This is an optimization exercise on Yosys and OpenROAD, whose aim is a short achievable clock period and few clock cycles, not a production implementation. No functional check of the RTL was part of any run shown here. Power figures rest on the tool's default switching activity, not on a simulated workload.

[design.v]
`timescale 1ns / 1ps
module AND(
input a,
input b,
output c
    );
assign c = a & b;
endmodule
`timescale 1ns / 1ps
module MUX(
    input wire signal,
    input wire [7:0] mux_in1,
    input wire [7:0] mux_in2,
    output reg [7:0] mux_out
);
always @(*) begin
   case(signal)
       1'b0: mux_out = mux_in1;
       1'b1: mux_out = mux_in2;
   endcase
end
endmodule
`timescale 1ns / 1ps
module ALU(
    input wire [7:0] data_in1,
    input wire [7:0] data_in2,
    input wire [3:0] opcode,
    input wire ALU_src,
    input wire clk,
    input wire rst,
    output reg [7:0] result,
    output reg compare
);
reg [7:0] alu_value;
always @(*) begin
    alu_value = 8'b00000000;
    case (opcode)
        4'b0000: alu_value = data_in1 + data_in2;    
        4'b0001: alu_value = data_in1 - data_in2;    
        4'b0010: alu_value = data_in1 & data_in2;    
        4'b0011: alu_value = data_in1 | data_in2;    
        4'b0100: alu_value = data_in1 ^ data_in2;    
        4'b0101: alu_value = data_in1 >> data_in2;   
        4'b0110: alu_value = data_in1 << data_in2;   
        4'b1001: alu_value = data_in1 + data_in2;    
        4'b1010: alu_value = data_in1 + data_in2;    
        default: alu_value = 8'b00000000;
    endcase
end
always @(*) begin
    compare = 1'b0;
    if (ALU_src) begin
        case (opcode)
            4'b0111: compare = (data_in1 == data_in2);  
            4'b1000: compare = (data_in1 != data_in2);  
            default: compare = 1'b0;
        endcase
    end
end
always @(posedge clk or posedge rst) begin
    if (rst)
        result <= 8'b00000000;
    else if (ALU_src)
        result <= alu_value;
end
endmodule
`timescale 1ns / 1ps
module program_counter(
    input clk,
    input rst,
    input [7:0] pc_increment,  
    input jump,
    input PC_enable,
    input [7:0] jump_label,
    output reg [5:0] instruction_addr
);
    always @(posedge clk or posedge rst) begin
        if (rst) begin
            instruction_addr <= 6'b000001;
        end
        else if (PC_enable) begin
            if (jump)
                instruction_addr <= jump_label[5:0];   
            else if (pc_increment[5:0] == 6'b000000)
                instruction_addr <= instruction_addr + 6'b000001;   
            else
                instruction_addr <= instruction_addr + pc_increment[5:0];  
        end
    end
endmodule
module instruction_decoder(
    input wire [16:0] instruction,   
    output reg [4:0] opcode,         
    output reg [3:0] read_reg1,      
    output reg [3:0] read_reg2,      
    output reg [3:0] write_reg,      
    output reg [7:0] immediate       
);
always @(*) begin
    opcode    = instruction[16:12];  
    read_reg1 = instruction[11:8];   
    read_reg2 = instruction[7:4];    
    if (opcode < 5'b00111) begin  
        write_reg  = instruction[3:0];    
        immediate  = 8'b00000000;         
    end
    else if (instruction[16] == 1'b1) begin  
        write_reg  = instruction[3:0];    
        immediate  = {4'b0000, instruction[11:8]};
    end
    else begin
        write_reg  = instruction[11:8];              
        immediate  = {4'b0000, instruction[3:0]};    
    end
end
endmodule
module control_unit_multicycle(
    input wire clk,               
    input wire reset,             
    input wire [4:0] opcode,      
    output reg reg_write,         
    output reg branch,
    output reg ALU_src,
    output reg load,
    output reg immediate_signal,
    output reg mem_write,
    output reg jump,
    output reg PC_enable,         
    output reg IR_enable,         
    output reg mem_enable,        
    output reg reg_enable,        
    output reg halted             
);
localparam FETCH = 3'b000;
localparam DECODE = 3'b001;
localparam EXECUTE = 3'b010;
localparam MEMORY = 3'b011;
localparam WRITEBACK = 3'b100;
reg [2:0] state, next_state;
always @(posedge clk or posedge reset) begin
    if (reset)
        state <= FETCH;
    else
        state <= next_state;
end
always @(posedge clk or posedge reset) begin
    if (reset)
        halted <= 1'b0;
    else if (state == EXECUTE && opcode > 5'b01011)
        halted <= 1'b1;
end
always @(*) begin
    case (state)
        FETCH: next_state = DECODE;
        DECODE: next_state = EXECUTE;
        EXECUTE: begin
            if (opcode == 5'b01001 || opcode == 5'b01010)   
                next_state = MEMORY;
            else if (opcode < 7)                           
                next_state = WRITEBACK;
            else                                         
                next_state = FETCH;
        end
        MEMORY: begin
            if (opcode == 5'b01001)                       
                next_state = WRITEBACK;
            else                                         
                next_state = FETCH;
        end
        WRITEBACK: next_state = FETCH;
        default: next_state = FETCH;
    endcase
end
always @(*) begin
    reg_write = 1'b0;
    branch = 1'b0;
    ALU_src = 1'b0;
    load = 1'b0;
    immediate_signal = 1'b0;
    mem_write = 1'b0;
    jump = 1'b0;
    PC_enable = 1'b0;
    IR_enable = 1'b0;
    mem_enable = 1'b0;
    reg_enable = 1'b0;
    case (state)
        FETCH: begin
            IR_enable = 1'b1;     
        end
        DECODE: begin
            reg_enable = 1'b1;    
        end
        EXECUTE: begin
            if (opcode < 7) begin
                ALU_src = 1'b1;   
            end
            else if (opcode[4] == 1'b1) begin
                ALU_src = 1'b0;   
                immediate_signal = 1'b1;
            end
            else begin
                case (opcode)
                    5'b00111, 5'b01000: begin   
                        ALU_src = 1'b1;
                        branch = 1'b1;
                        PC_enable = 1'b1;     
                    end
                    5'b01001, 5'b01010: begin   
                        ALU_src = 1'b1;
                        load = 1'b1;          
                    end
                    5'b01011: begin           
                        jump = 1'b1;
                        PC_enable = 1'b1;     
                    end
                    default: ;
                endcase
            end
        end
        MEMORY: begin
            mem_enable = 1'b1;    
            if (opcode == 5'b01010) begin   
                mem_write = 1'b1;
                PC_enable = 1'b1;   
            end
        end
        WRITEBACK: begin
            reg_enable = 1'b1;     
            reg_write = 1'b1;      
            load = (opcode == 5'b01001);  
            PC_enable = 1'b1;      
        end
        default: ;
    endcase
end
endmodule
`timescale 1ns / 1ps
module Register_file(
input clk,
input rst,
input [3:0] read_reg1,
input [3:0] read_reg2,
input [3:0] write_reg,
input [7:0] write_data,
input reg_write,
input reg_enable,
output reg [7:0] read_data1,
output reg [7:0] read_data2,
    output [7:0] r4_out,
    output [7:0] r8_out
);
reg [7:0] register_memory [15:0];
function [7:0] reset_value;
    input [3:0] idx;
    begin
        case (idx)
            4'd1, 4'd2, 4'd7: reset_value = 8'd1;
            4'd6, 4'd8, 4'd9, 4'd10: reset_value = 8'd0;
            4'd11: reset_value = 8'd4;
            default: reset_value = 8'd5;
        endcase
    end
endfunction
integer i;
always @(posedge clk or posedge rst) begin
    if (rst) begin
        for (i = 0; i < 16; i = i + 1)
            register_memory[i] <= reset_value(i[3:0]);
    end
    else if (reg_enable && reg_write) begin
        register_memory[write_reg] <= write_data;
    end
end
always @(posedge clk or posedge rst) begin
    if (rst) begin
        read_data1 <= 8'b00000000;
        read_data2 <= 8'b00000000;
    end
    else if (reg_enable && !reg_write) begin
        read_data1 <= register_memory[read_reg1];
        read_data2 <= register_memory[read_reg2];
    end
end
assign r4_out = register_memory[4];
assign r8_out = register_memory[8];
endmodule
`timescale 1ns / 1ps
module RISC_16_top(
    input clk,
    input rst,
    output [5:0] instruction_addr,
    input [16:0] instruction,
    output [7:0] mem_addr,
    output [7:0] mem_wdata,
    output mem_we,
    input [7:0] mem_rdata,
    output halted,
    output [7:0] r4_out,   
    output [7:0] r8_out    
);
    function [15:0] onehot;
        input [3:0] x;
        begin
            onehot = 16'd1 << x;
        end
    endfunction
    function [7:0] reset_value;
        input [3:0] idx;
        begin
            case (idx)
                4'd1, 4'd2, 4'd7: reset_value = 8'd1;
                4'd6, 4'd8, 4'd9, 4'd10: reset_value = 8'd0;
                4'd11: reset_value = 8'd4;
                default: reset_value = 8'd5;
            endcase
        end
    endfunction
    reg [5:0]  f_pc;
    reg [5:0]  d_pc;
    reg        d_v;         
    reg        d_pt;        
    reg        boot;        
    reg        e_v;
    reg [1:0]  e_cnt;       
    reg [5:0]  e_pc;
    reg        e_pt;
    reg [7:0]  op_a, op_b;  
    reg [15:0] e_sa, e_sb;  
    reg [15:0] e_wd;        
    reg [3:0]  e_fa;        
    reg [3:0]  e_fd;        
    reg        e_add, e_sub, e_and, e_or, e_xor, e_srl, e_sll;
    reg        e_alu, e_br, e_beq, e_ld, e_st, e_halt;
    reg [5:0]  e_bt;        
    reg [5:0]  e_rt;        
    reg [7:0]  R [0:15];
    reg [15:0] l1_m, l2_m;  
    reg [7:0]  ma, mwd;
    reg        mwe;
    reg        halted_r;
    reg [15:0] bt_v, bt_t;
    reg [1:0]  bt_tag [0:15];
    reg [5:0]  bt_tgt [0:15];
    reg        js_v;
    reg [5:0]  js_key;
    reg [3:0]  js_tgt;
    assign instruction_addr = f_pc;
    assign mem_addr  = ma;
    assign mem_wdata = mwd;
    assign mem_we    = mwe;
    assign halted    = halted_r;
    assign r4_out    = R[4];
    assign r8_out    = R[8];
    wire stall   = (e_cnt != 2'd0);
    wire go      = e_v & ~stall & ~halted_r;
    wire ex_free = ~e_v | go;
    wire       sub = e_sub;
    wire [7:0] sum = op_a + (op_b ^ {8{sub}}) + {7'd0, sub};
    wire       shz = |op_b[7:3];
    wire [7:0] srl = shz ? 8'd0 : (op_a >> op_b[2:0]);
    wire [7:0] sll = shz ? 8'd0 : (op_a << op_b[2:0]);
    wire [7:0] res = ({8{e_add | e_sub}} & sum)
                   | ({8{e_and}} & (op_a & op_b))
                   | ({8{e_or}}  & (op_a | op_b))
                   | ({8{e_xor}} & (op_a ^ op_b))
                   | ({8{e_srl}} & srl)
                   | ({8{e_sll}} & sll);
    wire eq       = (op_a == op_b);
    wire br_cond  = e_beq ? eq : ~eq;
    wire br_go    = go & e_br;
    wire mispred  = br_go & (br_cond != e_pt);
    wire halt_now = go & e_halt;
    wire [15:0] alu_we = go ? e_wd : 16'd0;
    wire hit_a = |(l2_m & e_sa);
    wire hit_b = |(l2_m & e_sb);
    wire [7:0] a_m = hit_a ? mem_rdata : op_a;
    wire [7:0] b_m = hit_b ? mem_rdata : op_b;
    wire [4:0] i_op = instruction[16:12];
    wire [3:0] i_a  = instruction[11:8];
    wire [3:0] i_b  = instruction[7:4];
    wire [3:0] i_d  = instruction[3:0];
    wire i_alu  = (i_op < 5'd7);
    wire i_br   = (i_op == 5'd7) | (i_op == 5'd8);
    wire i_ld   = (i_op == 5'd9);
    wire i_st   = (i_op == 5'd10);
    wire i_jmp  = (i_op == 5'd11);
    wire i_halt = (i_op >= 5'd12);
    wire [15:0] i_sa = onehot(i_a);
    wire [15:0] i_sb = onehot(i_b);
    wire i_ua  = i_alu | i_br | i_st;          
    wire i_ub  = i_alu | i_br | i_ld | i_st;   
    wire i_mem = i_ld | i_st;                  
    wire p_alu = e_v & e_alu;                  
    wire [15:0] l2_w = l2_m & ~(p_alu ? e_wd : 16'd0);
    reg  [7:0] rf_a, rf_b;
    integer k;
    always @(*) begin
        rf_a = R[i_a];
        rf_b = R[i_b];
    end
    wire [7:0] rd_a = (p_alu & (e_fd == i_a)) ? res : (|(l2_w & i_sa)) ? mem_rdata : rf_a;
    wire [7:0] rd_b = (p_alu & (e_fd == i_b)) ? res : (|(l2_w & i_sb)) ? mem_rdata : rf_b;
    wire ex_ld = e_v & e_ld;                            
    wire [15:0] l1_live = l1_m & ~(p_alu ? e_wd : 16'd0);  
    wire h1a = ex_ld & i_ua & (i_a == e_fa);
    wire h1b = ex_ld & i_ub & (i_b == e_fa);
    wire h2a = i_ua & |(i_sa & l1_live);
    wire h2b = i_ub & |(i_sb & l1_live);
    wire [1:0] i_cnt = ((h1a | h1b) & ~i_mem) ? 2'd2 :
                       ((h1a | h1b) | ((h2a | h2b) & ~i_mem) | (i_halt & ex_ld)) ? 2'd1 : 2'd0;
    wire [5:0] i_bt  = d_pc + ((i_d == 4'd0) ? 6'd1 : {2'b00, i_d});
    wire id_jump = d_v & i_jmp & ~mispred;
    wire id_fix  = d_v & d_pt & ~i_br & ~i_jmp & ~mispred;
    wire refetch = d_v & ~ex_free & ~id_jump;
    wire [3:0] f_ix = f_pc[3:0];
    wire       f_bh = bt_v[f_ix] & (bt_tag[f_ix] == f_pc[5:4]);
    wire       f_bt = f_bh & bt_t[f_ix];
    wire       f_js = js_v & (js_key == f_pc);
    wire [5:0] f_next = f_bt ? bt_tgt[f_ix] :
                        f_js ? {2'b00, js_tgt} : f_pc + 6'd1;
    always @(posedge clk or posedge rst) begin
        if (rst) begin
            f_pc <= 6'd1;
            d_pc <= 6'd1;
            d_v  <= 1'b1;
            d_pt <= 1'b0;
            boot <= 1'b1;
        end else if (!halted_r) begin
            boot <= 1'b0;
            d_pc <= f_pc;
            d_pt <= f_bt;
            if (mispred) begin
                f_pc <= e_rt;
                d_v  <= 1'b0;
            end else if (halt_now) begin
                f_pc <= e_pc;
                d_v  <= 1'b0;
            end else if (id_jump) begin
                f_pc <= {2'b00, i_d};
                d_v  <= 1'b0;
            end else if (refetch) begin
                f_pc <= d_pc;
                d_v  <= 1'b0;
            end else if (id_fix) begin
                f_pc <= d_pc + 6'd1;
                d_v  <= 1'b0;
            end else begin
                f_pc <= f_next;
                d_v  <= ~boot;
            end
        end
    end
    always @(posedge clk or posedge rst) begin
        if (rst) begin
            e_v   <= 1'b0;
            e_cnt <= 2'd0;
        end else if (ex_free) begin
            e_v   <= d_v & ~i_jmp & ~mispred & ~id_fix & ~halt_now;
            e_cnt <= i_cnt;
        end else if (stall) begin
            e_cnt <= e_cnt - 2'd1;
        end
    end
    always @(posedge clk) begin
        if (ex_free) begin
            e_pc <= d_pc;
            e_pt <= d_pt;
            op_a <= rd_a;
            op_b <= rd_b;
            e_sa <= i_sa;
            e_sb <= i_sb;
            e_wd <= i_alu ? onehot(i_d) : 16'd0;
            e_fa <= i_a;
            e_fd <= i_d;
            e_add <= (i_op == 5'd0);
            e_sub <= (i_op == 5'd1);
            e_and <= (i_op == 5'd2);
            e_or  <= (i_op == 5'd3);
            e_xor <= (i_op == 5'd4);
            e_srl <= (i_op == 5'd5);
            e_sll <= (i_op == 5'd6);
            e_alu <= i_alu;
            e_br  <= i_br;
            e_beq <= (i_op == 5'd7);
            e_ld  <= i_ld;
            e_st  <= i_st;
            e_halt <= i_halt;
            e_bt  <= i_bt;
            e_rt  <= d_pt ? d_pc + 6'd1 : i_bt;
        end else begin
            op_a <= a_m;
            op_b <= b_m;
        end
    end
    always @(posedge clk or posedge rst) begin
        if (rst) begin
            halted_r <= 1'b0;
            l1_m <= 16'd0;
            l2_m <= 16'd0;
            mwe  <= 1'b0;
        end else begin
            if (halt_now) halted_r <= 1'b1;
            l1_m <= (go & e_ld) ? onehot(e_fa) : 16'd0;
            l2_m <= l1_m & ~alu_we;
            mwe  <= go & e_st;
        end
    end
    always @(posedge clk) begin
        ma  <= b_m + {4'b0000, e_fd};
        mwd <= a_m;
    end
    always @(posedge clk or posedge rst) begin
        if (rst) begin
            bt_v <= 16'd0;
            bt_t <= 16'd0;
            js_v <= 1'b0;
        end else begin
            if (br_go) begin
                bt_v[e_pc[3:0]] <= 1'b1;
                bt_t[e_pc[3:0]] <= br_cond;
            end
            if (d_v && i_jmp && !halted_r)
                js_v <= 1'b1;
        end
    end
    always @(posedge clk) begin
        if (br_go) begin
            bt_tag[e_pc[3:0]] <= e_pc[5:4];
            bt_tgt[e_pc[3:0]] <= e_bt;
        end
        if (d_v && i_jmp && !halted_r) begin
            js_key <= d_pc - 6'd1;
            js_tgt <= i_d;
        end
    end
    integer i;
    always @(posedge clk or posedge rst) begin
        if (rst) begin
            for (i = 0; i < 16; i = i + 1)
                R[i] <= reset_value(i[3:0]);
        end else begin
            for (i = 0; i < 16; i = i + 1) begin
                if (alu_we[i])
                    R[i] <= res;
                else if (l2_m[i])
                    R[i] <= mem_rdata;
            end
        end
    end
endmodule
[flow/run.sh]
#!/bin/bash
# Layout: the standard flow (standard.sh), with the standard synthesis
# unchanged. Placement and repair differ only in: ports are buffered with
# buf_4 cells instead of the default delay buffer, the resizer may change a
# cell's footprint, and timing repair aims for extra setup margin.
set -euo pipefail
bash standard.sh synth > synth.log 2>&1
bash standard.sh MATCH_CELL_FOOTPRINT=0 \
    "BUFFER_PORTS_ARGS=-buffer_cell sky130_fd_sc_hd__buf_4" \
    SETUP_SLACK_MARGIN=7.5 finish > layout.log 2>&1
[standard.sh]
#!/bin/bash
# synth_recipe.tcl (not shown) runs the flow's synth.tcl, then flattens the netlist and writes it again
# the make line also repeats each setting of config.mk as NAME=value (left out here)
make -C /OpenROAD-flow-scripts/flow DESIGN_CONFIG=/design/flow/config.mk WORK_HOME=/design/flow/orfs CLKGATE_MAP_FILE= SYNTH_SCRIPT=/design/flow/synth_recipe.tcl "${@:-finish}"
[config.mk]
export PLATFORM = sky130hd
export DESIGN_NAME = RISC_16_top
export DESIGN_NICKNAME = RISC_16_top
export VERILOG_FILES = /design/flow/design.v
export SDC_FILE = /design/flow/constraint.sdc
export NUM_CORES = 4
export LEC_CHECK = 0
export ABC_CLOCK_PERIOD_IN_PS = 2000
export CAP_MARGIN = 20
export CORE_MARGIN = 2
export CORE_UTILIZATION = 40
export PLACE_DENSITY = 0.6
export SLEW_MARGIN = 20
[constraint.sdc]
create_clock -name core_clock -period 10.0 [get_ports {clk}]
set_input_delay 2.0000 -clock core_clock [delete_from_list [all_inputs] [get_ports {clk}]]
set_output_delay 2.0000 -clock core_clock [all_outputs]
set_load 0.01 [all_outputs]
==> results by group, run 1 <==
Status
  – Status: timing/DRC/antenna clean

Finish
  – Max reg flops: roughly 130
  – N_diodes: 0
  – Filler Cells Inserted: around 5,000
  – Post-route cell area: ~0.033 mm2
  – Most flop-heavy register: R
  – Final Non-Filler Cells: around 3,300
  – Area growth from synthesis to layout: 36.5%
  – Storage cell area: between 0.01 and 0.015 mm2
  – Final Net Count: roughly 2,500
  – Multi-input logic area: 0.0126 mm2
  – Share of cells above drive strength 1: 0.398

Logic synthesis
  – Top post-synthesis cells by area: edfxtp_1, dfrtp_1, mux2i_1
  – Post-synth EDFFs: approximately 230
  – Post-synth net total: about 2,200
  – Yosys reg bits: roughly 470
  – Synth Area per Inst: 11.2 um2
  – Synthesized area: about 0.024 mm2
  – Yosys top cell area share: 0.281
  – Register area share after synthesis: 0.529
  – Synth warnings: 2
  – Most common flop cell mapped by yosys: edfxtp_1
  – Area leader, netlist: edfxtp_1
  – Cell with the most instances after synthesis: edfxtp_1
  – Netlist cell types: 82
  – Commonest cells in the netlist: edfxtp_1, nor2_1, dfrtp_1, a21oi_1, mux2i_1
  – Async SR Flop Fraction: 0.452
  – Mapped Cells: between 2,000 and 2,500

Drt
  – # DRC: 0
  – DR WL/cell: about 31 um
  – Drt total wl: 102,000 um
  – Vias after detailed routing: between 20,000 and 25,000
  – Drt pass-1 iters: 9
  – Avg Vias per Cell: around 6.3
  – Routed Antenna Nets: 0
  – Detailed router's first-iteration violation count: 2,497

Power and ir drop
  – Maximum ir drop on the vdd rail: 0.209 mV
  – Leak: roughly 0.013 uW
  – Cell Pwr Density: 309 mW/mm2
  – Total Power: between 10,000 and 15,000 uW

STA
  – Minimum hold slack: about 0.47 ns
  – Worst Tran Pin Value: roughly 0.88 ns
  – Fmax: between 200 and 300 MHz
  – RSZ-0062 raised after global routing: true
  – Relative slew slack: 0.408
  – Fin. max-slew vios: 0
  – Endpoints failing setup: 0
  – Tcrit/Tclk final: 0.348
  – Setup Skew: about 0.046 ns
  – Final total negative setup slack: 0 ns
  – Final count of hold timing violations: 0
  – Min cycle time layout: ~3.5 ns

Critical path
  – Critical path data required time: roughly 8 ns
  – Crit start category: flip-flop
  – CP Capture Type: output port
  – CP Class: flip-flop to output port
  – CP Max Fanout: 2
  – CP arrival: 1.48 ns

Clock network
  – H-tree levels: 2
  – Worst-path clk slew: ~0.06 ns
  – CTS root buffer: clkbuf_16
  – Clock sinks: 471
  – Hold Buf Count CTS: 0
  – Worst-skew pair later-pin latency: 0.64 ns
  – Clock Tree Buf Depth: 3
  – Total CTS buffers: 53
  – TritonCTS clock tree: done

Die
  – Die ar.: ~0.062 mm2
  – Initial Util: 0.402
  – Die width: about 250 um
  – Num rows: 90
  – DIE HEIGHT: between 200 and 250 um
  – IO Pins: 67
  – Core Region: roughly 0.060 mm2

Global routing
  – Vias in the first global route: 19,900
  – Largest net degree at the start of global routing: 74
  – Initial antenna violation count: 2
  – GRT overflow: 0
  – Total GRT Usage: 0.318
  – First-pass GRT wire length: 144,000 um

Placement
  – Post-DP Area: approximately 0.026 mm2
  – Placer Congestion: 1.01
  – DPL Wire Length: roughly 64,000 um
  – PortBufs: 66
  – Inst Count DP: 2,884

Flow run
  – Max-capacitance violation count: 0

Worst hold path
  – Hold Crit Class: flip-flop to flip-flop
## where the power goes
group	switching (uW)	total (uW)	internal, uW
Sequential	711	3430	2720
Combinational	2570	4700	2130
Clock	869	2080	1210
## layout make-up
class / count / share of cell area
clock buffer: 82 / 0.0492
inverter: 59 / 0.00842
sequential: 471 / 0.390
multi-input combinational: 1462 / 0.381
tap: 782 / 0.0297
clock inverter: 18 / 0.00710
timing repair buffer: 382 / 0.134
timing repair inverter: 1 / 0.000152
## worst max-delay path, cell delays in order, from the launching register on
cell     delay (ns)
dfstp_4        0.64
buf_12         0.10
buf_6          0.09
## cells by family after synthesis
kind of cell | count (synthesis) | share of synthesized area
xor+xnor | 64 | 0.0241
fa+ha+maj | 43 | 0.0232
mux | 248 | 0.127
flops | 471 | 0.529
buf+inv | 228 | 0.0373
simple gates | 629 | 0.129
compound gates | 478 | 0.130
## final timing paths
check                                    startpoint                   end  slack, ns  cells after the start
worst max-delay path            f_pc[0]$_DFFE_PP1N_   instruction_addr[0]       6.52                      2
worst min-delay path            bt_v[7]$_DFFE_PP0P_   bt_v[7]$_DFFE_PP0P_       0.47                      1
worst max register to register  f_pc[2]$_DFFE_PP0N_   f_pc[1]$_DFFE_PP0N_       6.98                     10
worst min register to register  bt_v[7]$_DFFE_PP0P_   bt_v[7]$_DFFE_PP0P_       0.47                      1
max in group asynchronous                       rst   R[4][4]$_DFFE_PP0P_       7.63                      3
min in group asynchronous                       rst  R[13][1]$_DFFE_PP0P_       1.45                      2
## repair_timing
item,4_1_cts,5_1_grt
resized for setup,440,189
cloned,27,6
pin swaps,124,90
setup buffers,186,54
setup endpoints to repair,662,431
## metrics by stage
step	setup slack (ns)	util
5_1_grt	6.50	0.549
3_3_place_gp	5.21	0.433
4_1_cts	6.50	0.528
6_report	6.52	0.549
2_1_floorplan	5.25	-
3_5_place_dp	5.14	0.433
## layer usage
layer / track usage / routed length [um] / vias to the layer above
met4: 0.129 / 4430 / 2
met1: 0.464 / 43500 / 10500
li1: - / - / 8609
met2: 0.463 / 44600 / 1213
met3: 0.0634 / 9920 / 269
met5: 0 / 13 / -
## layout by cell type, fill, tap and decap left out, types with 19 or more instances in the layout
master	count
a21oi_1	98
a21oi_2	46
a22o_1	22
a22oi_1	75
and2_1	20
buf_12	47
buf_4	210
buf_6	83
clkbuf_16	82
dfrtp_1	170
dfstp_2	23
dfxtp_2	22
edfxtp_1	226
ha_1	35
inv_1	42
mux2_4	43
mux2i_1	140
mux4_2	41
nand2_1	115
nand2_2	20
nand2b_1	19
nand3_1	84
nand4_1	39
nor2_1	127
nor2_2	21
nor2_4	57
o21ai_0	36
o21ai_1	38
xnor2_1	25
xor2_1	24
==> run 2: changes to the inputs <==
--- a/design.v
+++ b/design.v
@@ -315,7 +315,8 @@
             endcase
         end
     endfunction
-    reg [5:0]  f_pc;
+    reg [5:0]  f_pcs;       
+    wire [5:0] f_pc = f_pcs ^ 6'd1;
     reg [5:0]  d_pc;
     reg        d_v;         
     reg        d_pt;        
@@ -333,7 +334,14 @@
     reg        e_alu, e_br, e_beq, e_ld, e_st, e_halt;
     reg [5:0]  e_bt;        
     reg [5:0]  e_rt;        
-    reg [7:0]  R [0:15];
+    reg [7:0]  Rs [0:15];   
+    wire [7:0] R [0:15];
+    genvar g;
+    generate
+        for (g = 0; g < 16; g = g + 1) begin : rdec
+            assign R[g] = Rs[g] ^ reset_value(g);
+        end
+    endgenerate
     reg [15:0] l1_m, l2_m;  
     reg [7:0]  ma, mwd;
     reg        mwe;
@@ -420,7 +428,7 @@
                         f_js ? {2'b00, js_tgt} : f_pc + 6'd1;
     always @(posedge clk or posedge rst) begin
         if (rst) begin
-            f_pc <= 6'd1;
+            f_pcs <= 6'd0;
             d_pc <= 6'd1;
             d_v  <= 1'b1;
             d_pt <= 1'b0;
@@ -430,22 +438,22 @@
             d_pc <= f_pc;
             d_pt <= f_bt;
             if (mispred) begin
-                f_pc <= e_rt;
+                f_pcs <= (e_rt) ^ 6'd1;
                 d_v  <= 1'b0;
             end else if (halt_now) begin
-                f_pc <= e_pc;
+                f_pcs <= (e_pc) ^ 6'd1;
                 d_v  <= 1'b0;
             end else if (id_jump) begin
-                f_pc <= {2'b00, i_d};
+                f_pcs <= ({2'b00, i_d}) ^ 6'd1;
                 d_v  <= 1'b0;
             end else if (refetch) begin
-                f_pc <= d_pc;
+                f_pcs <= (d_pc) ^ 6'd1;
                 d_v  <= 1'b0;
             end else if (id_fix) begin
-                f_pc <= d_pc + 6'd1;
+                f_pcs <= (d_pc + 6'd1) ^ 6'd1;
                 d_v  <= 1'b0;
             end else begin
-                f_pc <= f_next;
+                f_pcs <= (f_next) ^ 6'd1;
                 d_v  <= ~boot;
             end
         end
@@ -537,13 +545,13 @@
     always @(posedge clk or posedge rst) begin
         if (rst) begin
             for (i = 0; i < 16; i = i + 1)
-                R[i] <= reset_value(i[3:0]);
+                Rs[i] <= 8'd0;
         end else begin
             for (i = 0; i < 16; i = i + 1) begin
                 if (alu_we[i])
-                    R[i] <= res;
+                    Rs[i] <= res ^ reset_value(i[3:0]);
                 else if (l2_m[i])
-                    R[i] <= mem_rdata;
+                    Rs[i] <= mem_rdata ^ reset_value(i[3:0]);
             end
         end
     end
==> run 2 against run 1 <==
Still clean. Sequential share of layout area is 1.2 points lower. Register-to-register slack worse by 0.06 ns. Sequential power down 2%.
==> results by group, run 2 <==
Status
  – Status: timing/DRC/antenna clean (unchanged)

Clock network
  – Worst-path clk slew: 0.06 ns (about the same)
  – Worst-skew pair later-pin latency: 0.64 ns (about the same)
  – CTS root buffer: clkbuf_16 (unchanged)
  – H-tree levels: 2 (unchanged)
  – Total CTS buffers: 53 (unchanged)
  – Hold Buf Count CTS: 0 (unchanged)
  – Clock sinks: 471 (unchanged)
  – Clock Tree Buf Depth: 3 (unchanged)
  – TritonCTS clock tree: done (unchanged)

STA
  – RSZ-0062 raised after global routing: true (unchanged)
  – Fin. max-slew vios: 0 (unchanged)
  – Endpoints failing setup: 0 (unchanged)
  – Min cycle time layout: 3.50 ns (was 3.48 ns)
  – Relative slew slack: 0.408 (about the same)
  – Minimum hold slack: 0.456 ns (was 0.466 ns)
  – Final total negative setup slack: 0 ns (unchanged)
  – Worst Tran Pin Value: 0.881 ns (was 0.883 ns)
  – Setup Skew: 0.0551 ns (was 0.0465 ns)
  – Final count of hold timing violations: 0 (unchanged)
  – Fmax: 286 MHz (was 288 MHz)
  – Tcrit/Tclk final: 0.350 (was 0.348)

Placement
  – PortBufs: 66 (unchanged)
  – DPL Wire Length: 64,900 um (was 63,600 um)
  – Placer Congestion: 1.02 (was 1.01)
  – Inst Count DP: 2,948 (was 2,884)

Critical path
  – Flop-to-flop setup slack: 6.92 ns (was 6.98 ns)
  – CP peak stage delay: 0.52 ns (was 0.64 ns)
  – CP Class: input pin to flip-flop (was flip-flop to output port)
  – CP Capture Type: flip-flop (was output port)
  – Crit path from: instruction[11] (was f_pc[0]$_DFFE_PP1N_)
  – Reg2reg path depth: 12 (was 10)
  – Reg-to-Reg Start: e_sub$_DFFE_PN_ (was f_pc[2]$_DFFE_PP0N_)
  – Critical Path End: e_cnt[0]$_DFFE_PP0P_ (was instruction_addr[0])
  – CP arrival: 4.02 ns (was 1.48 ns)
  – Worst path slowest cell: o41ai_4 (was dfstp_4)
  – Critical path data required time: 10.52 ns (was 8.00 ns)
  – CP Max Fanout: 8 (was 2)
  – R2r endpoint: Rs[7][7]$_DFFE_PP0P_ (was f_pc[1]$_DFFE_PP0N_)
  – Crit start category: input pin (was flip-flop)
  – Cell breakdown of the critical path: buf_16 -> buf_12 -> buf_4 -> and4b_4 -> o211ai_1 -> and4_1 -> nand4_1 -> o41ai_4 -> a21boi_1 -> or2_4 (was buf_12 -> buf_6)

Logic synthesis
  – Top post-synthesis cells by area: edfxtp_1, dfrtp_1, mux4_2 (was edfxtp_1, dfrtp_1, mux2i_1)
  – Mapped Cells: 2,231 (was 2,161)
  – Commonest cells in the netlist: edfxtp_1, dfrtp_1, nand2_1, nor2_1, clkbuf_1 (was edfxtp_1, nor2_1, dfrtp_1, a21oi_1, mux2i_1)
  – Synthesized area: 0.0248 mm2 (was 0.0242 mm2)
  – Most common flop cell mapped by yosys: edfxtp_1 (unchanged)
  – Netlist cell types: 96 (was 82)
  – Register area share after synthesis: 0.515 (was 0.529)
  – Post-synth EDFFs: 226 (unchanged)
  – Yosys reg bits: 471 (unchanged)
  – Cell with the most instances after synthesis: edfxtp_1 (unchanged)
  – Post-synth net total: 2,301 (was 2,231)
  – Synth warnings: 2 (unchanged)
  – Synth Area per Inst: 11.1 um2 (was 11.2 um2)
  – Area leader, netlist: edfxtp_1 (unchanged)
  – Async SR Flop Fraction: 0.452 (unchanged)
  – Yosys top cell area share: 0.274 (was 0.281)

Drt
  – Met2 Routed Length: 50,400 um (was 44,600 um)
  – Detailed router's first-iteration violation count: 2,576 (was 2,497)
  – Drt pass-1 iters: 9 (unchanged)
  – Met1 Wirelength: 41,400 um (was 43,500 um)
  – Avg Vias per Cell: 6.43 (was 6.32)
  – # DRC: 0 (unchanged)
  – Routed Antenna Nets: 0 (unchanged)
  – DR WL/cell: 32.5 um (was 31.5 um)
  – Drt total wl: 108,000 um (was 102,000 um)
  – Metal3 WL: 8970 um (was 9920 um)
  – Max layer used: met4 (was met5)
  – Vias after detailed routing: 21,300 (was 20,600)

Finish
  – Share of cells above drive strength 1: 0.405 (was 0.398)
  – Final Net Count: 2,552 (was 2,500)
  – Area growth from synthesis to layout: 37.0% (was 36.5%)
  – Final Non-Filler Cells: 3,320 (was 3,257)
  – Most flop-heavy register: Rs (was R)
  – Commonest non-fill, non-tap cells in the layout: edfxtp_1, buf_4, dfrtp_1 (unchanged)
  – Most common cell after layout, fill and taps aside: edfxtp_1 (unchanged)
  – Max reg flops: 128 (unchanged)
  – Filler Cells Inserted: 5,103 (was 4,985)

Die
  – Die ar.: 0.0639 mm2 (was 0.0624 mm2)
  – Die width: 253 um (was 250 um)
  – Initial Util: 0.403 (was 0.402)
  – IO Pins: 67 (unchanged)
  – Num rows: 91 (was 90)
  – DIE HEIGHT: 253 um (was 250 um)
  – Core Region: 0.0615 mm2 (was 0.0600 mm2)

Global routing
  – First-pass GRT wire length: 151,000 um (was 144,000 um)
  – GRT overflow: 0 (unchanged)
  – Vias in the first global route: 20,500 (was 19,900)
  – Largest net degree at the start of global routing: 68 (was 74)
  – Initial antenna violation count: 3 (was 2)
  – Total GRT Usage: 0.330 (was 0.318)

Power and ir drop
  – Maximum ir drop on the vdd rail: 0.227 mV (was 0.209 mV)
  – Leak: 0.0131 uW (was 0.0127 uW)
  – Cell Pwr Density: 307 mW/mm2 (was 309 mW/mm2)

Worst hold path
  – Hold Crit Class: flip-flop to flip-flop (unchanged)

Flow run
  – Max-capacitance violation count: 0 (unchanged)
==> run 2: cell types whose count changed in the layout (fill, tap and decap cells not counted), sizes merged, moves of 21 or more <==
cell,delta
dfstp,-21
a21oi,-44
nor2,-66
nand2,+43
dfrtp,+21
mux2i,-51
nor3,+22
==> run 2: logic make-up (layout without fill, tap and decap cells) <==
| logic type | after synthesis | in the layout | synth area share |
|---|---|---|---|
| multiplexers | 222 | 222 | 0.117 |
| buffers and inverters | 265 | 560 | 0.0472 |
| adder cells (fa/ha/maj) | 43 | 43 | 0.0226 |
| AO/OA/AOI/OAI | 505 | 505 | 0.139 |
| other | 0 | 3 | 0 |
| flip-flops | 471 | 471 | 0.515 |
| XOR/XNOR | 59 | 59 | 0.0209 |
| AND/OR/NAND/NOR | 666 | 667 | 0.137 |
==> run 2: cell type report <==
| class | instances | area, um2 | area share |
|---|---|---|---|
| timing repair buffer | 380 | 4540 | 0.134 |
| sequential | 471 | 12800 | 0.378 |
| tap | 790 | 988 | 0.0291 |
| multi-input combinational | 1496 | 13400 | 0.394 |
| timing repair inverter | 1 | 5.00 | 0.000147 |
| inverter | 79 | 375 | 0.0111 |
| clock buffer | 75 | 1510 | 0.0446 |
| antenna | 3 | 7.51 | 0.000221 |
| clock inverter | 25 | 297 | 0.00874 |
==> run 2: report_power, final <==
part | total (uW) | leakage (uW) | switching (uW) | internal, uW
logic | 5020 | 0.00742 | 2670 | 2350
registers | 3360 | 0.00484 | 695 | 2670
clock network | 2020 | 0.000864 | 874 | 1150
total | 10400 | 0.0131 | 4240 | 6170
==> run 2: critical path: cells and delay by family <==
family / cells / cell delay, ns
compound gates: 3 / 0.85
buf+inv: 3 / 0.36
simple gates: 4 / 0.79
==> run 2: worst min-delay path by stage <==
stage                              start                    to  cells after the start
floorplan            d_pc[4]$_DFFE_PP0N_     e_pc[4]$_DFFE_PN_                      0
global placement          e_st$_DFFE_PN_         mwe$_DFF_PP0_                      1
detailed placement        e_st$_DFFE_PN_         mwe$_DFF_PP0_                      1
CTS                       e_st$_DFFE_PN_         mwe$_DFF_PP0_                      1
global route        bt_v[15]$_DFFE_PP0P_  bt_v[15]$_DFFE_PP0P_                      1
finish                    e_st$_DFFE_PN_         mwe$_DFF_PP0_                      1
==> run 2: stage by stage <==
step           power [uW]   util  cell area (um2)  setup slack, ns
2_1_floorplan        5360      -            26100             5.23
3_3_place_gp         6460  0.432            26600             5.05
3_5_place_dp         6510  0.432            26600             5.00
4_1_cts              9680  0.526            32300             6.53
5_1_grt             10800  0.552            33900             6.51
6_report            10400  0.552            33900             6.50
==> run 2: what timing repair did <==
action	4_1_cts	5_1_grt
gates cloned	27	9
buffers inserted	171	62
gates resized for setup	463	223
pin swaps	106	120
endpoints found under the hold margin	0	0
setup endpoints to repair	727	382
==> run 2: metal layers <==
metal  vias up  GRT usage
li1       8903          -
met1     10900      0.423
met2      1192      0.532
met3       358     0.0631
met4         0      0.175
met5         -          0
==> run 3: changes to the inputs <==
--- a/design.v
+++ b/design.v
@@ -315,12 +315,19 @@
             endcase
         end
     endfunction
-    reg [5:0]  f_pcs;       
-    wire [5:0] f_pc = f_pcs ^ 6'd1;
+    reg [5:0]  f_pc;        
     reg [5:0]  d_pc;
     reg        d_v;         
     reg        d_pt;        
-    reg        boot;        
+    reg        d1_v;
+    reg [5:0]  d1_pc;
+    reg        d1_pt;
+    reg [3:0]  d1_a, d1_b, d1_d;
+    reg        d1_add, d1_sub, d1_and, d1_or, d1_xor, d1_srl, d1_sll;
+    reg        d1_alu, d1_br, d1_beq, d1_ld, d1_st, d1_halt;
+    reg        d1_ua, d1_ub, d1_mem;
+    reg [15:0] d1_sa, d1_sb, d1_wd;
+    reg [5:0]  d1_bt, d1_rt;
     reg        e_v;
     reg [1:0]  e_cnt;       
     reg [5:0]  e_pc;
@@ -334,14 +341,7 @@
     reg        e_alu, e_br, e_beq, e_ld, e_st, e_halt;
     reg [5:0]  e_bt;        
     reg [5:0]  e_rt;        
-    reg [7:0]  Rs [0:15];   
-    wire [7:0] R [0:15];
-    genvar g;
-    generate
-        for (g = 0; g < 16; g = g + 1) begin : rdec
-            assign R[g] = Rs[g] ^ reset_value(g);
-        end
-    endgenerate
+    reg [7:0]  R [0:15];    
     reg [15:0] l1_m, l2_m;  
     reg [7:0]  ma, mwd;
     reg        mwe;
@@ -378,11 +378,28 @@
     wire br_go    = go & e_br;
     wire mispred  = br_go & (br_cond != e_pt);
     wire halt_now = go & e_halt;
+    wire flush    = mispred | halt_now;
     wire [15:0] alu_we = go ? e_wd : 16'd0;
     wire hit_a = |(l2_m & e_sa);
     wire hit_b = |(l2_m & e_sb);
     wire [7:0] a_m = hit_a ? mem_rdata : op_a;
     wire [7:0] b_m = hit_b ? mem_rdata : op_b;
+    wire p_alu = e_v & e_alu;                  
+    wire [15:0] p_wd = p_alu ? e_wd : 16'd0;
+    wire [15:0] l2_w = l2_m & ~p_wd;
+    wire [7:0] rd_a = (p_alu & (e_fd == d1_a)) ? res :
+                      (|(l2_w & d1_sa)) ? mem_rdata : R[d1_a];
+    wire [7:0] rd_b = (p_alu & (e_fd == d1_b)) ? res :
+                      (|(l2_w & d1_sb)) ? mem_rdata : R[d1_b];
+    wire ex_ld = e_v & e_ld;                   
+    wire [15:0] l1_live = l1_m & ~p_wd;        
+    wire h1a = ex_ld & d1_ua & (d1_a == e_fa);
+    wire h1b = ex_ld & d1_ub & (d1_b == e_fa);
+    wire h2a = d1_ua & |(d1_sa & l1_live);
+    wire h2b = d1_ub & |(d1_sb & l1_live);
+    wire [1:0] d1_cnt = ((h1a | h1b) & ~d1_mem) ? 2'd2 :
+                        ((h1a | h1b) | ((h2a | h2b) & ~d1_mem) | (d1_halt & ex_ld)) ? 2'd1 : 2'd0;
+    wire d1_free = ~d1_v | ex_free;
     wire [4:0] i_op = instruction[16:12];
     wire [3:0] i_a  = instruction[11:8];
     wire [3:0] i_b  = instruction[7:4];
@@ -393,69 +410,79 @@
     wire i_st   = (i_op == 5'd10);
     wire i_jmp  = (i_op == 5'd11);
     wire i_halt = (i_op >= 5'd12);
-    wire [15:0] i_sa = onehot(i_a);
-    wire [15:0] i_sb = onehot(i_b);
-    wire i_ua  = i_alu | i_br | i_st;          
-    wire i_ub  = i_alu | i_br | i_ld | i_st;   
-    wire i_mem = i_ld | i_st;                  
-    wire p_alu = e_v & e_alu;                  
-    wire [15:0] l2_w = l2_m & ~(p_alu ? e_wd : 16'd0);
-    reg  [7:0] rf_a, rf_b;
-    integer k;
-    always @(*) begin
-        rf_a = R[i_a];
-        rf_b = R[i_b];
-    end
-    wire [7:0] rd_a = (p_alu & (e_fd == i_a)) ? res : (|(l2_w & i_sa)) ? mem_rdata : rf_a;
-    wire [7:0] rd_b = (p_alu & (e_fd == i_b)) ? res : (|(l2_w & i_sb)) ? mem_rdata : rf_b;
-    wire ex_ld = e_v & e_ld;                            
-    wire [15:0] l1_live = l1_m & ~(p_alu ? e_wd : 16'd0);  
-    wire h1a = ex_ld & i_ua & (i_a == e_fa);
-    wire h1b = ex_ld & i_ub & (i_b == e_fa);
-    wire h2a = i_ua & |(i_sa & l1_live);
-    wire h2b = i_ub & |(i_sb & l1_live);
-    wire [1:0] i_cnt = ((h1a | h1b) & ~i_mem) ? 2'd2 :
-                       ((h1a | h1b) | ((h2a | h2b) & ~i_mem) | (i_halt & ex_ld)) ? 2'd1 : 2'd0;
-    wire [5:0] i_bt  = d_pc + ((i_d == 4'd0) ? 6'd1 : {2'b00, i_d});
-    wire id_jump = d_v & i_jmp & ~mispred;
-    wire id_fix  = d_v & d_pt & ~i_br & ~i_jmp & ~mispred;
-    wire refetch = d_v & ~ex_free & ~id_jump;
+    wire [5:0] i_bt = d_pc + ((i_d == 4'd0) ? 6'd1 : {2'b00, i_d});
+    wire id_jump = d_v & i_jmp & ~flush;
+    wire id_fix  = d_v & d_pt & ~i_br & ~i_jmp & ~flush;
+    wire refetch = d_v & ~d1_free & ~i_jmp;
     wire [3:0] f_ix = f_pc[3:0];
     wire       f_bh = bt_v[f_ix] & (bt_tag[f_ix] == f_pc[5:4]);
     wire       f_bt = f_bh & bt_t[f_ix];
     wire       f_js = js_v & (js_key == f_pc);
     wire [5:0] f_next = f_bt ? bt_tgt[f_ix] :
                         f_js ? {2'b00, js_tgt} : f_pc + 6'd1;
+    always @(posedge clk) begin
+        if (rst)
+            f_pc <= 6'd1;
+        else if (!halted_r) begin
+            if (mispred)
+                f_pc <= e_rt;
+            else if (halt_now)
+                f_pc <= e_pc;
+            else if (id_jump)
+                f_pc <= {2'b00, i_d};
+            else if (refetch)
+                f_pc <= d_pc;
+            else if (id_fix)
+                f_pc <= d_pc + 6'd1;
+            else
+                f_pc <= f_next;
+        end
+    end
     always @(posedge clk or posedge rst) begin
         if (rst) begin
-            f_pcs <= 6'd0;
             d_pc <= 6'd1;
-            d_v  <= 1'b1;
+            d_v  <= 1'b0;
             d_pt <= 1'b0;
-            boot <= 1'b1;
         end else if (!halted_r) begin
-            boot <= 1'b0;
             d_pc <= f_pc;
             d_pt <= f_bt;
-            if (mispred) begin
-                f_pcs <= (e_rt) ^ 6'd1;
-                d_v  <= 1'b0;
-            end else if (halt_now) begin
-                f_pcs <= (e_pc) ^ 6'd1;
-                d_v  <= 1'b0;
-            end else if (id_jump) begin
-                f_pcs <= ({2'b00, i_d}) ^ 6'd1;
-                d_v  <= 1'b0;
-            end else if (refetch) begin
-                f_pcs <= (d_pc) ^ 6'd1;
-                d_v  <= 1'b0;
-            end else if (id_fix) begin
-                f_pcs <= (d_pc + 6'd1) ^ 6'd1;
-                d_v  <= 1'b0;
-            end else begin
-                f_pcs <= (f_next) ^ 6'd1;
-                d_v  <= ~boot;
-            end
+            d_v  <= ~(flush | id_jump | refetch | id_fix);
+        end
+    end
+    always @(posedge clk or posedge rst) begin
+        if (rst)
+            d1_v <= 1'b0;
+        else if (d1_free)
+            d1_v <= d_v & ~i_jmp & ~id_fix & ~flush;
+    end
+    always @(posedge clk) begin
+        if (d1_free) begin
+            d1_pc <= d_pc;
+            d1_pt <= d_pt;
+            d1_a  <= i_a;
+            d1_b  <= i_b;
+            d1_d  <= i_d;
+            d1_sa <= onehot(i_a);
+            d1_sb <= onehot(i_b);
+            d1_wd <= i_alu ? onehot(i_d) : 16'd0;
+            d1_add <= (i_op == 5'd0);
+            d1_sub <= (i_op == 5'd1);
+            d1_and <= (i_op == 5'd2);
+            d1_or  <= (i_op == 5'd3);
+            d1_xor <= (i_op == 5'd4);
+            d1_srl <= (i_op == 5'd5);
+            d1_sll <= (i_op == 5'd6);
+            d1_alu <= i_alu;
+            d1_br  <= i_br;
+            d1_beq <= (i_op == 5'd7);
+            d1_ld  <= i_ld;
+            d1_st  <= i_st;
+            d1_halt <= i_halt;
+            d1_ua  <= i_alu | i_br | i_st;
+            d1_ub  <= i_alu | i_br | i_ld | i_st;
+            d1_mem <= i_ld | i_st;
+            d1_bt  <= i_bt;
+            d1_rt  <= d_pt ? d_pc + 6'd1 : i_bt;
         end
     end
     always @(posedge clk or posedge rst) begin
@@ -463,38 +490,38 @@
             e_v   <= 1'b0;
             e_cnt <= 2'd0;
         end else if (ex_free) begin
-            e_v   <= d_v & ~i_jmp & ~mispred & ~id_fix & ~halt_now;
-            e_cnt <= i_cnt;
+            e_v   <= d1_v & ~flush;
+            e_cnt <= d1_cnt;
         end else if (stall) begin
             e_cnt <= e_cnt - 2'd1;
         end
     end
     always @(posedge clk) begin
         if (ex_free) begin
-            e_pc <= d_pc;
-            e_pt <= d_pt;
+            e_pc <= d1_pc;
+            e_pt <= d1_pt;
             op_a <= rd_a;
             op_b <= rd_b;
-            e_sa <= i_sa;
-            e_sb <= i_sb;
-            e_wd <= i_alu ? onehot(i_d) : 16'd0;
-            e_fa <= i_a;
-            e_fd <= i_d;
-            e_add <= (i_op == 5'd0);
-            e_sub <= (i_op == 5'd1);
-            e_and <= (i_op == 5'd2);
-            e_or  <= (i_op == 5'd3);
-            e_xor <= (i_op == 5'd4);
-            e_srl <= (i_op == 5'd5);
-            e_sll <= (i_op == 5'd6);
-            e_alu <= i_alu;
-            e_br  <= i_br;
-            e_beq <= (i_op == 5'd7);
-            e_ld  <= i_ld;
-            e_st  <= i_st;
-            e_halt <= i_halt;
-            e_bt  <= i_bt;
-            e_rt  <= d_pt ? d_pc + 6'd1 : i_bt;
+            e_sa <= d1_sa;
+            e_sb <= d1_sb;
+            e_wd <= d1_wd;
+            e_fa <= d1_a;
+            e_fd <= d1_d;
+            e_add <= d1_add;
+            e_sub <= d1_sub;
+            e_and <= d1_and;
+            e_or  <= d1_or;
+            e_xor <= d1_xor;
+            e_srl <= d1_srl;
+            e_sll <= d1_sll;
+            e_alu <= d1_alu;
+            e_br  <= d1_br;
+            e_beq <= d1_beq;
+            e_ld  <= d1_ld;
+            e_st  <= d1_st;
+            e_halt <= d1_halt;
+            e_bt  <= d1_bt;
+            e_rt  <= d1_rt;
         end else begin
             op_a <= a_m;
             op_b <= b_m;
@@ -505,15 +532,14 @@
             halted_r <= 1'b0;
             l1_m <= 16'd0;
             l2_m <= 16'd0;
-            mwe  <= 1'b0;
         end else begin
             if (halt_now) halted_r <= 1'b1;
             l1_m <= (go & e_ld) ? onehot(e_fa) : 16'd0;
             l2_m <= l1_m & ~alu_we;
-            mwe  <= go & e_st;
         end
     end
     always @(posedge clk) begin
+        mwe <= go & e_st;
         ma  <= b_m + {4'b0000, e_fd};
         mwd <= a_m;
     end
@@ -542,17 +568,14 @@
         end
     end
     integer i;
-    always @(posedge clk or posedge rst) begin
-        if (rst) begin
-            for (i = 0; i < 16; i = i + 1)
-                Rs[i] <= 8'd0;
-        end else begin
-            for (i = 0; i < 16; i = i + 1) begin
-                if (alu_we[i])
-                    Rs[i] <= res ^ reset_value(i[3:0]);
-                else if (l2_m[i])
-                    Rs[i] <= mem_rdata ^ reset_value(i[3:0]);
-            end
+    always @(posedge clk) begin
+        for (i = 0; i < 16; i = i + 1) begin
+            if (rst)
+                R[i] <= reset_value(i[3:0]);
+            else if (alu_we[i])
+                R[i] <= res;
+            else if (l2_m[i])
+                R[i] <= mem_rdata;
         end
     end
 endmodule
==> run 3 against run 2 <==
Die area is 13% higher. Non-clock buffer count is 69 lower. Fmax is 3.0% higher. Cell count is 11% higher. Area after synthesis is 13% higher. Sequential share of layout area is 4.2 points higher. Clock skew is 0.015 ns lower. Global-route usage is 6.6 points lower. Clock power is 21% higher. Critical path depth is 1 lower. Sequential power is 5% higher.
==> results by group, run 3 <==
Placement
  – DP Worst Slack: 5.80 ns (was 5.00 ns)
  – Placer Congestion: 0.943 (was 1.02)
  – PortBufs: 66 (unchanged)
  – Inst Count DP: 3,354 (was 2,948)
  – DPL Wire Length: 63,400 um (was 64,900 um)

STA
  – RSZ-0062 raised after global routing: true (unchanged)
  – Final setup margin: 6.61 ns (was 6.50 ns)
  – Endpoints failing setup: 0 (unchanged)
  – Final total negative setup slack: 0 ns (unchanged)
  – Fin. max-slew vios: 0 (unchanged)
  – Relative slew slack: 0.531 (was 0.408)
  – Worst Tran Pin Value: 0.698 ns (was 0.881 ns)
  – Fmax: 295 MHz (was 286 MHz)
  – Minimum hold slack: 0.413 ns (was 0.456 ns)
  – Setup Skew: 0.0405 ns (was 0.0551 ns)
  – Tcrit/Tclk final: 0.339 (was 0.350)
  – Final count of hold timing violations: 0 (unchanged)
  – Min cycle time layout: 3.39 ns (was 3.50 ns)

Logic synthesis
  – Simple-gate area share of the yosys netlist: 0.142 (was 0.137)
  – Synth warnings: 2 (unchanged)
  – Top post-synthesis cells by area: edfxtp_1, dfxtp_1, dfrtp_1 (was edfxtp_1, dfrtp_1, mux4_2)
  – Register area share after synthesis: 0.537 (was 0.515)
  – Synth Area in Compound Gates: 0.149 (was 0.139)
  – Largest family of logic cells by synthesized area: compound AO/OA/AOI/OAI gates (unchanged)
  – Adder-cell share of the synthesized area: 0.0201 (was 0.0226)
  – Yosys reg bits: 570 (was 471)
  – Commonest cells in the netlist: edfxtp_1, nor2_1, dfxtp_1, nand2_1, a211oi_1 (was edfxtp_1, dfrtp_1, nand2_1, nor2_1, clkbuf_1)
  – Mux contribution to synthesized area: 0.0956 (was 0.117)
  – Post-synth EDFFs: 321 (was 226)
  – Most common flop cell mapped by yosys: edfxtp_1 (unchanged)
  – Mapped Cells: 2,518 (was 2,231)
  – Post-synthesis xor/xnor area fraction: 0.0188 (was 0.0209)
  – Cell with the most instances after synthesis: edfxtp_1 (unchanged)
  – Post-synth net total: 2,588 (was 2,301)
  – Yosys top cell area share: 0.345 (was 0.274)
  – Async SR Flop Fraction: 0.137 (was 0.452)
  – Synth Area per Inst: 11.1 um2 (about the same)
  – Netlist cell types: 93 (was 96)
  – Synthesized area: 0.0279 mm2 (was 0.0248 mm2)
  – Area leader, netlist: edfxtp_1 (unchanged)

Critical path
  – CP arrival: 3.95 ns (was 4.02 ns)
  – Reg2reg path depth: 9 (was 12)
  – CP Capture Type: flip-flop (unchanged)
  – CP Max Fanout: 2 (was 8)
  – CP peak stage delay: 0.55 ns (was 0.52 ns)
  – Critical path data required time: 10.55 ns (was 10.52 ns)
  – Worst path slowest cell: or4b_4 (was o41ai_4)
  – WP buf/inv: 2 (was 3)
  – CP top delay family: simple AND/OR/NAND/NOR gates (was compound AO/OA/AOI/OAI gates)
  – CP Class: input pin to flip-flop (unchanged)
  – Cell breakdown of the critical path: buf_12 -> or4b_4 -> a21oi_4 -> nor2b_2 -> nor4b_4 -> buf_4 -> or4b_1 -> a31o_1 -> a41oi_2 (was buf_16 -> buf_12 -> buf_4 -> and4b_4 -> o211ai_1 -> and4_1 -> nand4_1 -> o41ai_4 -> a21boi_1 -> or2_4)
  – Flop-to-flop setup slack: 6.89 ns (was 6.92 ns)
  – Reg-to-Reg Start: halted_r$_DFFE_PP0P_ (was e_sub$_DFFE_PN_)
  – Crit start category: input pin (unchanged)

Finish
  – Final Net Count: 2,762 (was 2,552)
  – Commonest non-fill, non-tap cells in the layout: edfxtp_1, buf_4, nor2_1 (was edfxtp_1, buf_4, dfrtp_1)
  – Area growth from synthesis to layout: 29.7% (was 37.0%)
  – Final Non-Filler Cells: 3,675 (was 3,320)
  – Max reg flops: 128 (unchanged)
  – Storage cell area: 0.0152 mm2 (was 0.0128 mm2)
  – Multi-input logic area: 0.0139 mm2 (was 0.0134 mm2)
  – Most flop-heavy register: R (was Rs)
  – Post-layout util: 0.526 (was 0.552)
  – Share of cells above drive strength 1: 0.351 (was 0.405)
  – Filler Cells Inserted: 5,891 (was 5,103)
  – Most common cell after layout, fill and taps aside: edfxtp_1 (unchanged)

Drt
  – Detailed router's first-iteration violation count: 2,503 (was 2,576)
  – Vias after detailed routing: 22,600 (was 21,300)
  – # DRC: 0 (unchanged)
  – Routed Antenna Nets: 0 (unchanged)
  – Drt pass-1 iters: 6 (was 9)
  – Drt total wl: 101,000 um (was 108,000 um)
  – DR WL/cell: 27.6 um (was 32.5 um)
  – Avg Vias per Cell: 6.15 (was 6.43)

Power and ir drop
  – Clk pwr share: 0.228 (was 0.194)
  – Cell Pwr Density: 295 mW/mm2 (was 307 mW/mm2)
  – Sw frac: 0.379 (was 0.407)
  – Internal power: 6640 uW (was 6170 uW)
  – Reg power frac: 0.329 (was 0.323)
  – Leak: 0.0132 uW (was 0.0131 uW)
  – Sw Pwr: 4050 uW (was 4240 uW)
  – Gate power share: 0.443 (was 0.482)
  – Maximum ir drop on the vdd rail: 0.202 mV (was 0.227 mV)

Worst hold path
  – Hold Path Origin: d1_add$_DFFE_PP_ (was e_st$_DFFE_PN_)
  – Hold Crit Class: flip-flop to flip-flop (unchanged)
  – Hold depth: 0 (was 1)
  – Hold Path End: e_add$_DFFE_PP_ (was mwe$_DFF_PP0_)

Clock network
  – Clock sinks: 570 (was 471)
  – Worst-skew pair later-pin latency: 0.66 ns (was 0.64 ns)
  – CTS root buffer: clkbuf_16 (unchanged)
  – Clock Tree Buf Depth: 3 (unchanged)
  – Hold Buf Count CTS: 0 (unchanged)
  – H-tree levels: 2 (unchanged)
  – Total CTS buffers: 61 (was 53)
  – TritonCTS clock tree: done (unchanged)
  – Worst-path clk slew: 0.06 ns (about the same)

Global routing
  – Vias in the first global route: 21,400 (was 20,500)
  – Initial antenna violation count: 2 (was 3)
  – First-pass GRT wire length: 142,000 um (was 151,000 um)
  – Total GRT Usage: 0.264 (was 0.330)
  – GRT overflow: 0 (unchanged)
  – Largest net degree at the start of global routing: 72 (was 68)

Die
  – DIE HEIGHT: 268 um (was 253 um)
  – Initial Util: 0.406 (was 0.403)
  – IO Pins: 67 (unchanged)
  – Num rows: 96 (was 91)
  – Die ar.: 0.0720 mm2 (was 0.0639 mm2)
  – Core Region: 0.0688 mm2 (was 0.0615 mm2)
  – Die width: 268 um (was 253 um)

Status
  – Status: timing/DRC/antenna clean (unchanged)

Flow run
  – Max-capacitance violation count: 0 (unchanged)
==> run 3: final cells by class <==
class                           count  area share
Sequential cell                   570       0.420
Multi-Input combinational cell   1690       0.383
Timing Repair Buffer              311      0.0972
Clock buffer                       82      0.0460
Tap cell                          931      0.0322
Clock inverter                     32      0.0144
Inverter                           58     0.00743
Antenna cell                        1   0.0000691
==> run 3: what timing repair did <==
action / CTS / global route
pin swaps: 37 / 47
resized for setup: 327 / 200
endpoints found under the setup margin: 609 / 453
buffers inserted: 90 / 94
gates cloned: 4 / 18
==> run 3: power groups by stage <==
stage	logic, uW	clock network [uW]	registers (uW)
final	4730	2440	3520
after global routing	4930	2570	3560
after CTS	3810	2470	3500
after detailed placement	3100	0	3580
after global placement	3040	0	3570
after floorplan	2270	0	3300
==> run 3: worst max path at each step <==
stage                          from              endpoint  slack (ns)  cells past startpoint
floorplan           instruction[13]             flip-flop        6.15                      8
global placement    instruction[13]             flip-flop        5.81                      9
detailed placement  instruction[13]             flip-flop        5.80                      9
CTS                 instruction[12]  f_pc[0]$_SDFFE_PP1N_        6.63                      9
global route        instruction[12]  f_pc[0]$_SDFFE_PP1N_        6.59                      9
finish              instruction[12]             flip-flop        6.61                      9
==> run 3: cells by family (layout without fill, tap and decap cells) <==
logic type | after synthesis | after routing
simple gates | 791 | 792
buf+inv | 259 | 483
fa+ha+maj | 43 | 43
xor+xnor | 60 | 60
other cells | 0 | 1
mux | 199 | 199
flops | 570 | 570
compound gates | 596 | 596
==> run 3: through the flow <==
step                      power, uW  area [um2]
after floorplan                5570       29300
after global placement         6610       30100
after detailed placement       6680       30100
after CTS                      9780       34300
after global routing          11100       36200
final                         10700       36200
==> run 3: layer usage <==
metal,GRT usage,part of all wire
met5,0,0.000089
met2,0.427,0.46
met1,0.368,0.41
met3,0.0346,0.084
met4,0.0877,0.039

## afterwards: timing with drivers on the ports
The results above use ideal ports. As a check the final layouts listed here were re-extracted and re-timed, cells and wires unchanged. Step 1 sets driving cells, clkbuf_16 on the clock port and buf_2 on the other inputs (assumed; they add their load-dependent delay and slew). Step 2 moves the port delays by t, midway between the first and last clock arrival at a register: inputs arrive t later, outputs are due t later. That takes back most of the time a late clock gives input paths. Three values: ideal, step 1, step 2; two values: the first two.
run | t, ns | setup WS [ns] | worst register clock-pin slew, ns | cell pins on the clock port's net
run 1 | 0.680 | 6.524 / 6.461 / 5.805 | 0.07 / 0.07 | 1
run 2 | 0.679 | 6.502 / 6.324 / 5.645 | 0.07 / 0.07 | 1
run 3 | 0.710 | 6.605 / 6.581 / 5.871 | 0.07 / 0.07 | 1
After both steps setup and hold are still met in every run listed. The setup slack of run 2, which loses most, moves by -0.178 ns with the drivers and by -0.857 ns with both steps.
